This is an optimization exercise on Yosys and OpenROAD, whose aim is small area and a short achievable clock period, not a production implementation. The RTL was checked by simulation tests, not by an equivalence proof against the original design. No activity file was given, so power comes from the tool's default toggle rates.

## flow/design.v (module list and top-level ports; edited modules follow where they fit)
// module TwistPE: 26 lines
// module TwTree0: 132 lines
// module TwMerge: 361 lines
// module TwFin: 229 lines
// module TwistMesh: 108 lines
// module twist_mesh_top: 31 lines
module twist_mesh_top #(
     parameter N_p = 4
)(
     input  logic                clk_i
    ,input  logic                reset_i
    ,input  logic [N_p*8-1:0]    in_weight_i
    ,input  logic [N_p-1:0]      in_lock_i
    ,input  logic [N_p*8-1:0]    in_ifmap_i
    ,input  logic [N_p*32-1:0]   in_psum_i
    ,input  logic                in_propagate_i
    ,input  logic                in_valid_i
    ,input  logic                in_last_i
    ,output logic [N_p*32-1:0]   out_psum_o
    ,output logic                out_valid_o
    ,output logic                out_last_o
);
  // ...
==> flow/run.sh <==
#!/bin/bash
# synth_recipe.tcl (not shown) runs the flow's synth.tcl, then flattens the netlist and writes it again
# the make line also repeats each setting of config.mk as NAME=value (left out here)
make -C /OpenROAD-flow-scripts/flow DESIGN_CONFIG=/design/flow/config.mk WORK_HOME=/design/flow/orfs CLKGATE_MAP_FILE= SYNTH_SCRIPT=/design/flow/synth_recipe.tcl finish
==> flow/config.mk <==
export PLATFORM = sky130hd
export DESIGN_NAME = twist_mesh_top
export DESIGN_NICKNAME = twist_mesh_top
export VERILOG_FILES = /design/flow/design.v
export SDC_FILE = /design/flow/constraint.sdc
export NUM_CORES = 4
export LEC_CHECK = 0
export CAP_MARGIN = 20
export CORE_MARGIN = 2
export CORE_UTILIZATION = 40
export SLEW_MARGIN = 20
==> flow/constraint.sdc <==
create_clock -name core_clock -period 11.0 [get_ports {clk_i}]
set_input_delay 2.2000 -clock core_clock [delete_from_list [all_inputs] [get_ports {clk_i}]]
set_output_delay 2.2000 -clock core_clock [all_outputs]
set_load 0.01 [all_outputs]
==> flow_summary.toml, run 1 <==
[grt]
grt_pass1_vias = 53800
grt_max_degree = 98

[timing]
period_minus_slack_ns = 7.83
max_freq_mhz = 128
fin_ws_ns = 3.17
slew_viol_final = 0
tns_ns = 0

[power]
worst_ir_drop_vdd_mv = 0.195
clkPwrFrac_pct = 17.3
comb-power_mw = 13.0
p_leak_nw = 35.8

[place]
dp.cells = 9933

[drt]
ant_nets = 0

[hold_path]
hold_class = "flip-flop to flip-flop"

[layout]
nonClockInverterCount = 983
mostFrequentLayoutCell = "inv_1"
syn_to_final_growth_pct = 13.3
utilization_pct = 45.7
top_register = "u_mesh.g_psum.o1_r"
fill_cells = 16900

[synthesis]
synth_top_area_share_pct = 27.5
synth_ff_type = "dfxtp_1"

[worst_setup_path]
cp_num_cells = 22
crit_slowest_cell = "or3_1"

[run_status]
status = "finished clean"
==> run 2, diff against run 1 <==
--- a/flow/config.mk
+++ b/flow/config.mk
@@ -10,2 +10,3 @@
 export CORE_UTILIZATION = 40
+export SETUP_SLACK_MARGIN = 5
 export SLEW_MARGIN = 20
==> run 2 against run 1 <==
  * Still clean on timing, DRC and antenna
  * Combinational power rose by 29%
  * Sequential share of layout area fell by 1.9 points
  * Setup slack improved by 1.2 ns
  * Cell count rose by 4.5%
  * Area after synthesis did not move
  * Synthesized cell count did not move
  * Global-route usage rose by 1.7 points
  * Via count rose by 6.1%
==> flow_summary.toml, run 2 <==
[run_status]
status = "finished clean"

[layout]
nNetsFinal = 9662
seqCellArea_um2 = 19700
syn_to_final_growth_pct = 24.9
utilization_pct = 50.3
mostFrequentLayoutCell = "inv_1"
multi_input_area_um2 = 50300
layout_common_cells = "inv_1 (967), dfxtp_1 (849), fa_1 (834)"
drive_above_1_share_pct = 18.8
largest_reg_flops = 128
top_register = "u_mesh.g_psum.o1_r"
fill_cells = 16000

[synthesis]
ys_async_sr_fraction_pct = 0
synth_top_cells_by_area = "dfxtp_1 (28%), fa_1 (25%), ha_1 (7.3%), inv_1 (5.3%), and2_1 (5.0%)"
synth_common_cells = "inv_1 (983), dfxtp_1 (965), fa_1 (888)"
syn_inst = 7515
ys_seq_elements = 965
ys_types = 80
synth.most_common_cell = "inv_1"
yosysWarnings = 2
synth_area_um2 = 70200
seq_area_frac_synth_pct = 27.5
syn-num-nets = 9016
syn_area_per_cell_um2 = 9.35
synth_ff_type = "dfxtp_1"
synth_edf_count = 0
synth_top_area_share_pct = 27.5
yosysTopAreaCell = "dfxtp_1"

[hold_path]
hold_depth = 0
hold_class = "flip-flop to flip-flop"
hold_end = "u_mesh.weight_r[43]"
min_from = "u_mesh.weight_r[35]"

[drt]
ant_nets = 0
via_per_inst = 5.25
drc_errors = 0
drtIter0Drc = 4011
drt_first_pass_iters = 6
via_count = 55600
wirelength_um = 216000
wl_per_cell_um = 20.4

[worst_setup_path]
worstPathArrival_ns = 7.30
cp-start-kind = "flip-flop"
r2r_start = "u_mesh.g_psum[2].h0_r[1]"
worst_setup_path_end_kind = "flip-flop"
r2r_cells = 21
worstSetupPathType = "flip-flop to flip-flop"
worstReg2RegEnd = "u_mesh.g_psum[2].o1_r[27]"
cp-startpoint = "u_mesh.g_psum[2].h0_r[1]"
ff2ff_setup_slack_ns = 4.39
cp.required_ns = 11.69
cp_max_fo = 6

[timing]
max_freq_mhz = 151
skew_ns = 0.0825
tns_ns = 0
relSlewSlack_pct = 33.5
fin_crit_sh_pct = 60.1
tightest_slew_ns = 0.997
setup_viol = 0
slew_viol_final = 0
period_minus_slack_ns = 6.61
rsz0062_at_grt = "true"
hold_viol = 0

[grt]
grt_overflow = 0
antenna_found_initial = 17
grt_pass1_vias = 56400
grt_util_all_layers_pct = 23.5
grt_max_degree = 107
grt_pass1_wl_um = 330000

[clocking]
hold_buffers = 0
numCtsBuffers = 107
clk_path_buf_depth = 3
clock_sinks = 965
cts_tree = "built"
root_buffer = "clkbuf_16"
clk_latency_ns = 0.78
cts-htree-levels = 3
cts.clk_slew.worst_paths_ns = 0.06

[floorplan]
die_w_um = 423
ios = 331
rows = 153
start_util_pct = 40.3
core_um2 = 174000
die_area_um2 = 179000
die_h_um = 423

[power]
worst_ir_drop_vdd_mv = 0.255
p_leak_nw = 39.0
pwr_density_cell_nw_per_um2 = 293

[place]
place_hpwl_um = 160000
place_congestion = 0.922
port_buffers = 330

[job]
drv_cap = 0
-- run 2: cell counts after synthesis --
Identical to the previous run, type by type.
-- run 2: metrics by stage --
stage | power [mW] | hold WS (ns) | setup slack, ns | cell area, um2 | std cells
floorplan | 13.9 | 0.329 | 4.61 | 70500 | 7515
global placement | 18.5 | 0.342 | 3.50 | 76000 | 9941
detailed placement | 18.8 | 0.334 | 3.33 | 76000 | 9941
CTS | 24.0 | 0.323 | 4.19 | 83800 | 10400
global route | 27.8 | 0.331 | 4.23 | 87700 | 10600
finish | 25.7 | 0.335 | 4.39 | 87700 | 10600
-- run 2: power breakdown --
group          total (mW)  switching (mW)  internal, mW
clock                3.97            1.64          2.33
combinational        16.8            9.28          7.50
sequential           4.92           0.599          4.32
total                25.7            11.5          14.1
-- run 2: logic make-up (layout without fill, tap and decap cells) --
group / Yosys count / after routing / synth area share (%)
AOI/OAI and AO/OA: 1205 / 1208 / 11.0
xor gates and xnor gates: 152 / 153 / 1.90
adders and majority gates: 1300 / 1300 / 32.7
buffers and inverters: 1258 / 1972 / 6.76
DFF: 965 / 965 / 27.5
muxes: 163 / 163 / 2.37
other: 0 / 8 / 0
and+or+nand+nor: 2472 / 2493 / 17.8
-- run 2: final cells by class --
type	count	share of cell area, %
Timing Repair Buffer	787	8.11
Multi-Input combinational cell	5317	57.4
Tap cell	2325	3.32
Inverter	983	4.21
Clock inverter	64	1.08
Antenna cell	8	0.0228
Sequential cell	965	22.4
Clock buffer	138	3.46
-- run 2: what timing repair did --
item | 4_1_cts | 5_1_grt
pin swaps | 139 | 268
cloned | 20 | 15
setup buffers | 218 | 183
resized for setup | 1021 | 680
endpoints found under the hold margin | 0 | 0
setup endpoints to repair | 367 | 295
-- run 2: routing by layer --
layer  vias to the layer above  part of all wire [%]  track usage [%]  wire, um
met2                      1568                    47             38.3    101000
met5                         -                 0.037                0        80
li1                      25800                     -                -         -
met1                     27800                    44             32.3     96200
met3                       343                   5.3             3.06     11400
met4                        12                   3.3             7.61      7070
-- run 2: worst max-delay path by stage --
stage,end,cells past startpoint
2_1_floorplan,u_mesh.g_psum[2].o1_r[26],24
3_3_place_gp,u_mesh.g_psum[2].o1_r[21],22
5_1_grt,u_mesh.g_psum[2].o1_r[26],24
6_report,u_mesh.g_psum[2].o1_r[27],21
4_1_cts,u_mesh.g_psum[2].o1_r[27],21
3_5_place_dp,u_mesh.g_psum[2].o1_r[21],21
-- run 2: worst max-delay path, stage by stage (launching register included) --
cell and delay (ns):
dfxtp_4 0.34, or3_4 0.38, or3_4 0.34, or3_4 0.33
or3_4 0.36, nor4_4 0.23, nand4b_4 0.21, or3_4 0.49
buf_12 0.17, a21oi_4 0.12, fa_1 0.44, inv_2 0.08
fa_2 0.20, fa_2 0.47, ha_4 0.28, and3_4 0.14
a211o_1 0.28, a311o_2 0.44, a211o_4 0.42, or4_4 0.44
a211o_1 0.30, nand3_1 0.07

static timing again, ports no longer ideal:
How much do the figures lean on ideal ports? The routed layouts below were timed once more, with nothing changed but the port constraints.
Step 1: set_driving_cell puts a clkbuf_16 on clk_i and a buf_2 on each other input, an assumption about the parent block.
Step 2 adds t to the input delays and takes it off the output delays; t is the mean of the earliest and latest rising clock arrival at the registers after step 1. Input paths then give back, and output paths get back, about the clock's delay inside the block.
Three values: ideal ports, drivers, drivers and shift; two values: the first two.
run	t (ns)	setup slack, ns	worst setup path at the end	slew at the worst register clock pin (ns)
run 1	0.808	3.173 / 3.109 / 3.173	register to register	0.07 / 0.07
run 2	0.807	4.387 / 4.387 / 4.387	register to register	0.07 / 0.07
After both steps setup and hold are still met in every run listed.
